From an optimization exercise on the open Yosys and OpenROAD flow, aimed at small area, a short achievable clock period and few clock cycles; shortcuts taken in it are not production practice. In this exercise RTL edits were held to simulation tests only and were not proved equivalent to the original. Power is estimated from default activity; no workload was simulated.

==> inputs of run a <==
==> flow/design.v <==
module nn_ctr(
	input clk,
	input init,
	input step,
	output reg lay,         
	output reg bf,          
	output reg df,          
	output reg [1:0] r,     
	output reg [1:0] j,     
	output reg [5:0] k,     
	output reg [6:0] n,     
	output reg nl,          
	output reg fin,         
	output lay_last,        
	output all_last         
);
	wire wph = !bf && !df;
	wire k_last = lay ? (k == 6'd49) : (k == 6'd48);
	wire n_last = lay ? (n == 7'd99) : (n == 7'd49);
	assign lay_last = nl && n_last && !lay;
	assign all_last = nl && n_last && lay;
	always @(posedge clk) begin
		if (init) begin
			lay <= 1'b0; bf <= 1'b1; df <= 1'b0; r <= 2'd0; j <= 2'd0;
			k <= 6'd0; n <= 7'd0; nl <= 1'b0; fin <= 1'b0;
		end else if (step) begin
			r <= r + 2'd1;
			nl <= wph && (r == 2'd2) && (lay || j == 2'd3) && k_last;
			if (r == 2'd3) begin
				if (bf || df) begin
					bf <= 1'b0;
					df <= !df;
				end else if (lay || j == 2'd3) begin
					j <= 2'd0;
					if (k_last) begin
						k <= 6'd0;
						bf <= 1'b1;
						n <= n + 7'd1;
						if (n_last) begin
							if (!lay) lay <= 1'b1;
							else fin <= 1'b1;
						end
					end else begin
						k <= k + 6'd1;
						df <= 1'b1;
					end
				end else
					j <= j + 2'd1;
			end
		end
	end
endmodule
module accelerator(
input clk,
input reset_n,
output SDRAM_readn,
output SDRAM_writen,
output SDRAM_chipselect,
input SDRAM_waitrequest,
output [31:0] SDRAM_address,
output [1:0] SDRAM_byteenable,
input SDRAM_readdatavalid,
input [15:0] SDRAM_readdata,
output [15:0] SDRAM_writedata,
input start,
output done
);
assign SDRAM_chipselect = 1'b1;
assign SDRAM_byteenable = 2'b11;
localparam [16:0] B1_W = 17'd20000;
localparam [16:0] W1_W = 17'd20400;
localparam [16:0] Z1_W = 17'd71600;
localparam [16:0] Z2_W = 17'd91600;
localparam S_IDLE = 3'd0;
localparam S_RUN  = 3'd1;
localparam S_BAR  = 3'd2;
localparam S_END  = 3'd3;
localparam S_DONE = 3'd4;
reg [2:0] st;
reg done_r;
reg o_rd, o_wr;
reg [16:0] o_addr;
reg [3:0] o_wd;
assign SDRAM_readn = ~o_rd;
assign SDRAM_writen = ~o_wr;
assign SDRAM_address = {14'd0, o_addr, 1'b0};
assign SDRAM_writedata = {3'd0, o_wd[3], 3'd0, o_wd[2], 3'd0, o_wd[1], 3'd0, o_wd[0]};
assign done = done_r;
wire idle = (st == S_IDLE);
wire adv = !(o_rd || o_wr) || !SDRAM_waitrequest;
reg rv_q;
reg [15:0] rd_q;
always @(posedge clk) begin
	rv_q <= SDRAM_readdatavalid;
	rd_q <= SDRAM_readdata;
end
reg wpend;             
wire issue_wr = adv && wpend;
wire issue_rd = adv && !wpend && (st == S_RUN);
wire s_lay, s_bf, s_df, s_nl, s_fin;
wire [1:0] s_r, s_j;
wire [5:0] s_k;
wire [6:0] s_n;
wire s_lay_last, s_all_last;
nn_ctr u_sctr(.clk(clk), .init(idle), .step(issue_rd),
	.lay(s_lay), .bf(s_bf), .df(s_df), .r(s_r), .j(s_j), .k(s_k), .n(s_n), .nl(s_nl), .fin(s_fin),
	.lay_last(s_lay_last), .all_last(s_all_last));
wire p_lay, p_bf, p_df, p_nl, p_fin;
wire [1:0] p_r, p_j;
wire [5:0] p_k;
wire [6:0] p_n;
wire p_lay_last, p_all_last;
nn_ctr u_pctr(.clk(clk), .init(idle), .step(rv_q),
	.lay(p_lay), .bf(p_bf), .df(p_df), .r(p_r), .j(p_j), .k(p_k), .n(p_n), .nl(p_nl), .fin(p_fin),
	.lay_last(p_lay_last), .all_last(p_all_last));
reg [3:0] wi;          
reg w_lay;
reg [3:0] res [0:3];   
reg [16:0] a_base;
reg [8:0] a_off;
always @(*) begin
	if (wpend) begin
		if (!w_lay) begin
			a_base = Z1_W - 17'd1 + 17'd50 * wi[1:0];
			a_off = {2'd0, p_n};
		end else begin
			a_base = Z2_W - 17'd204 + 17'd200 * wi[3:2];
			a_off = {p_n, wi[1:0]};
		end
	end else if (s_bf) begin
		a_base = B1_W;
		a_off = {s_n, s_r};
	end else if (!s_lay) begin
		a_base = 17'd49 * s_r;
		a_off = {3'd0, s_k};
	end else begin
		a_base = Z1_W + 17'd50 * s_r;
		a_off = {3'd0, s_k};
	end
end
wire [16:0] a_sum = a_base + a_off;
wire s_isw = !s_bf && !s_df;
reg [16:0] s_w;        
reg [16:0] s_wstep;
always @(*) begin
	if (s_nl)
		s_wstep = 17'd1;
	else if (s_r != 2'd3)
		s_wstep = s_lay ? 17'd50 : 17'd196;
	else
		s_wstep = s_lay ? (17'd1 - 17'd150) : (17'd1 - 17'd588);
end
always @(posedge clk) begin
	if (idle)
		s_w <= W1_W;
	else if (issue_rd && s_isw)
		s_w <= s_w + s_wstep;
end
reg [15:0] img [0:3];
reg signed [14:0] acc0 [0:3];
reg signed [14:0] acc1 [0:3];
reg signed [14:0] acc2 [0:3];
reg signed [14:0] acc3 [0:3];
wire signed [14:0] bclamp = (rd_q[15:13] == 3'b000 || rd_q[15:13] == 3'b111) ? rd_q[14:0] :
                            (rd_q[15] ? 15'h6000 : 15'h1fff);
wire [3:0] zor = {|rd_q[15:12], |rd_q[11:8], |rd_q[7:4], |rd_q[3:0]};
function signed [5:0] wsum;
	input [15:0] w;
	input [3:0] m;
	reg signed [5:0] t0, t1, t2, t3;
	begin
		t0 = m[0] ? {{2{w[3]}},  w[3:0]}   : 6'sd0;
		t1 = m[1] ? {{2{w[7]}},  w[7:4]}   : 6'sd0;
		t2 = m[2] ? {{2{w[11]}}, w[11:8]}  : 6'sd0;
		t3 = m[3] ? {{2{w[15]}}, w[15:12]} : 6'sd0;
		wsum = (t0 + t1) + (t2 + t3);
	end
endfunction
reg q_v, q_b;
reg signed [14:0] q_bias;
reg signed [5:0] q_d [0:3];
reg e0, e1;     
integer i;
always @(posedge clk) begin
	q_v <= rv_q && !p_df;
	q_b <= p_bf;
	q_bias <= bclamp;
	for (i = 0; i < 4; i = i + 1)
		q_d[i] <= wsum(rd_q, img[i][3:0]);
	for (i = 0; i < 4; i = i + 1)
		if (rv_q && p_df && p_r == i)
			img[i] <= {rd_q[15:4], p_lay ? zor : rd_q[3:0]};
		else if (rv_q && !p_df && !p_bf && p_r == 2'd3)
			img[i] <= {rd_q[15:12], img[i][15:4]};
	if (q_v)
		for (i = 0; i < 4; i = i + 1) begin
			acc0[i] <= acc1[i];
			acc1[i] <= acc2[i];
			acc2[i] <= acc3[i];
			acc3[i] <= q_b ? q_bias : acc0[i] + q_d[i];
		end
	if (e1)
		for (i = 0; i < 4; i = i + 1)
			res[i] <= {~acc3[i][14], ~acc2[i][14], ~acc1[i][14], ~acc0[i][14]};
end
wire drained = !e0 && !e1 && !wpend && !o_wr;
wire w_last = w_lay ? (wi == 4'd15) : (wi[1:0] == 2'd3);
always @(posedge clk) begin
	if (!reset_n) begin
		st <= S_IDLE;
		done_r <= 1'b0;
		o_rd <= 1'b0;
		o_wr <= 1'b0;
		wpend <= 1'b0;
		e0 <= 1'b0;
		e1 <= 1'b0;
	end else begin
		e0 <= rv_q && p_nl && !idle;
		e1 <= e0;
		case (st)
		S_IDLE: if (start) st <= S_RUN;
		S_RUN:  if (issue_rd && s_lay_last) st <= S_BAR;
		        else if (issue_rd && s_all_last) st <= S_END;
		S_BAR:  if (p_lay && drained) st <= S_RUN;
		S_END:  if (p_fin && drained) begin st <= S_DONE; done_r <= 1'b1; end
		S_DONE: if (!start) begin st <= S_IDLE; done_r <= 1'b0; end
		default: st <= S_IDLE;
		endcase
		if (adv) begin
			o_wr <= wpend;
			o_rd <= !wpend && (st == S_RUN);
		end
		if (e1)
			wpend <= 1'b1;
		else if (issue_wr && w_last)
			wpend <= 1'b0;
	end
end
always @(posedge clk) begin
	if (adv) begin
		o_addr <= (!wpend && s_isw) ? s_w : a_sum;
		o_wd <= w_lay ? {3'd0, res[wi[3:2]][wi[1:0]]} : res[wi[1:0]];
	end
	if (idle) begin
		wi <= 4'd0;
		w_lay <= 1'b0;
	end else if (issue_wr) begin
		if (w_last) begin
			wi <= 4'd0;
			w_lay <= p_lay;
		end else
			wi <= wi + 4'd1;
	end
end
endmodule
==> flow/run.sh <==
#!/bin/bash
# synth_recipe.tcl (not shown) runs the flow's synth.tcl, then flattens the netlist and writes it again
# the make line also repeats each setting of config.mk as NAME=value (left out here)
make -C /OpenROAD-flow-scripts/flow DESIGN_CONFIG=/design/flow/config.mk WORK_HOME=/design/flow/orfs CLKGATE_MAP_FILE= SYNTH_SCRIPT=/design/flow/synth_recipe.tcl finish
==> flow/config.mk <==
export PLATFORM = sky130hd
export DESIGN_NAME = accelerator
export DESIGN_NICKNAME = accelerator
export VERILOG_FILES = /design/flow/design.v
export SDC_FILE = /design/flow/constraint.sdc
export NUM_CORES = 4
export LEC_CHECK = 0
export ABC_AREA = 1
export ABC_CLOCK_PERIOD_IN_PS = 2500
export CAP_MARGIN = 20
export CORE_MARGIN = 2
export CORE_UTILIZATION = 75
export CTS_BUF_LIST = sky130_fd_sc_hd__clkbuf_8
export CTS_CLUSTER_DIAMETER = 60
export CTS_CLUSTER_SIZE = 16
export PLACE_DENSITY = 0.88
export SETUP_SLACK_MARGIN = 4.8
export SLEW_MARGIN = 20
==> flow/constraint.sdc <==
create_clock -name core_clock -period 7.5 [get_ports {clk}]
set_input_delay 1.5000 -clock core_clock [delete_from_list [all_inputs] [get_ports {clk}]]
set_output_delay 1.5000 -clock core_clock [all_outputs]
set_load 0.01 [all_outputs]
==> run b: changes against run a <==
ABC_AREA = not set   (was 1)
CORE_UTILIZATION = 40   (was 75)
PLACE_DENSITY = 0.6   (was 0.88)
==> run c: changes against run a <==
CAP_MARGIN = 5   (was 20)
CORE_UTILIZATION = 60   (was 75)
PLACE_DENSITY = 0.75   (was 0.88)
SLEW_MARGIN = 5   (was 20)
==> comparison table <==
	run a	run c	run b
Status	no timing/DRC/antenna violations	no timing/DRC/antenna violations	no timing/DRC/antenna violations
Placer congestion estimate	0.9094	0.9024	0.8634
Required time of the critical path	7.97 ns	6.00 ns	8.05 ns
Clock slew at the register clock pins of the worst setup and hold paths	0.09 ns	0.10 ns	0.10 ns
Count of unique library cells instantiated by Yosys	56	56	75
Compound-Gate Fraction of Synth Area	10.84%	10.84%	11.38%
Area fraction of the dominant cell type after synthesis	44.17%	44.17%	44.70%
Rel. slew slack	25.21%	37.31%	44.46%
Static leakage	10.74 nW	10.74 nW	10.14 nW
Crit. Startpoint	rd_q[6]$_DFF_P_	o_addr[0]$_DFFE_PN_	u_sctr.r[1]$_SDFFE_PN0P_
Die X	179.8 um	200.6 um	243.3 um
Post-layout nets	2598	2595	2274
Number of tap instances	396	518	756
Worst Path Class, Setup	flop to flop	flop to primary output	flop to flop
Via count of the routed design	17970	16630	14750
Pwr Density	220.1 mW/mm^2	218.8 mW/mm^2	210.7 mW/mm^2
Average cell area after synthesis	10.11 um^2	10.11 um^2	11.75 um^2
Testbench counts of run a, summed over its fixed seeds: cycles 376,314.
Testbench counts of run b, summed over its fixed seeds: cycles 376,314.
Testbench counts of run c, summed over its fixed seeds: cycles 376,314.

## static timing again, ports no longer ideal
In the flow no input, the clock included, has a driving cell. The finished layouts below were timed again as built, in two steps. Step 1: set_driving_cell puts a clkbuf_16 on clk and a buf_2 on each other input, an assumption about the parent block. Step 2, shift: input delay + t, output delay - t, t = (earliest + latest rising clock arrival at the registers) / 2. This alone moves slack from input paths to output paths. Three values: ideal ports, drivers, drivers and shift; two values: the first two.
run	shift t [ns]	setup WS [ns]	worst hold slack (ns)	slew at the worst register clock pin (ns)
run a	0.627	4.595 / 4.595 / 4.311	0.388 / 0.388 / 0.388	0.11 / 0.11
run b	0.672	4.656 / 4.656 / 4.285	0.402 / 0.402 / 0.402	0.10 / 0.10
run c	0.675	4.774 / 4.726 / 4.238	0.388 / 0.388 / 0.388	0.11 / 0.11
After both steps every run listed still meets setup and hold. For run c, which loses most, drivers alone change the setup slack by -0.048 ns; drivers and shift together by -0.536 ns.
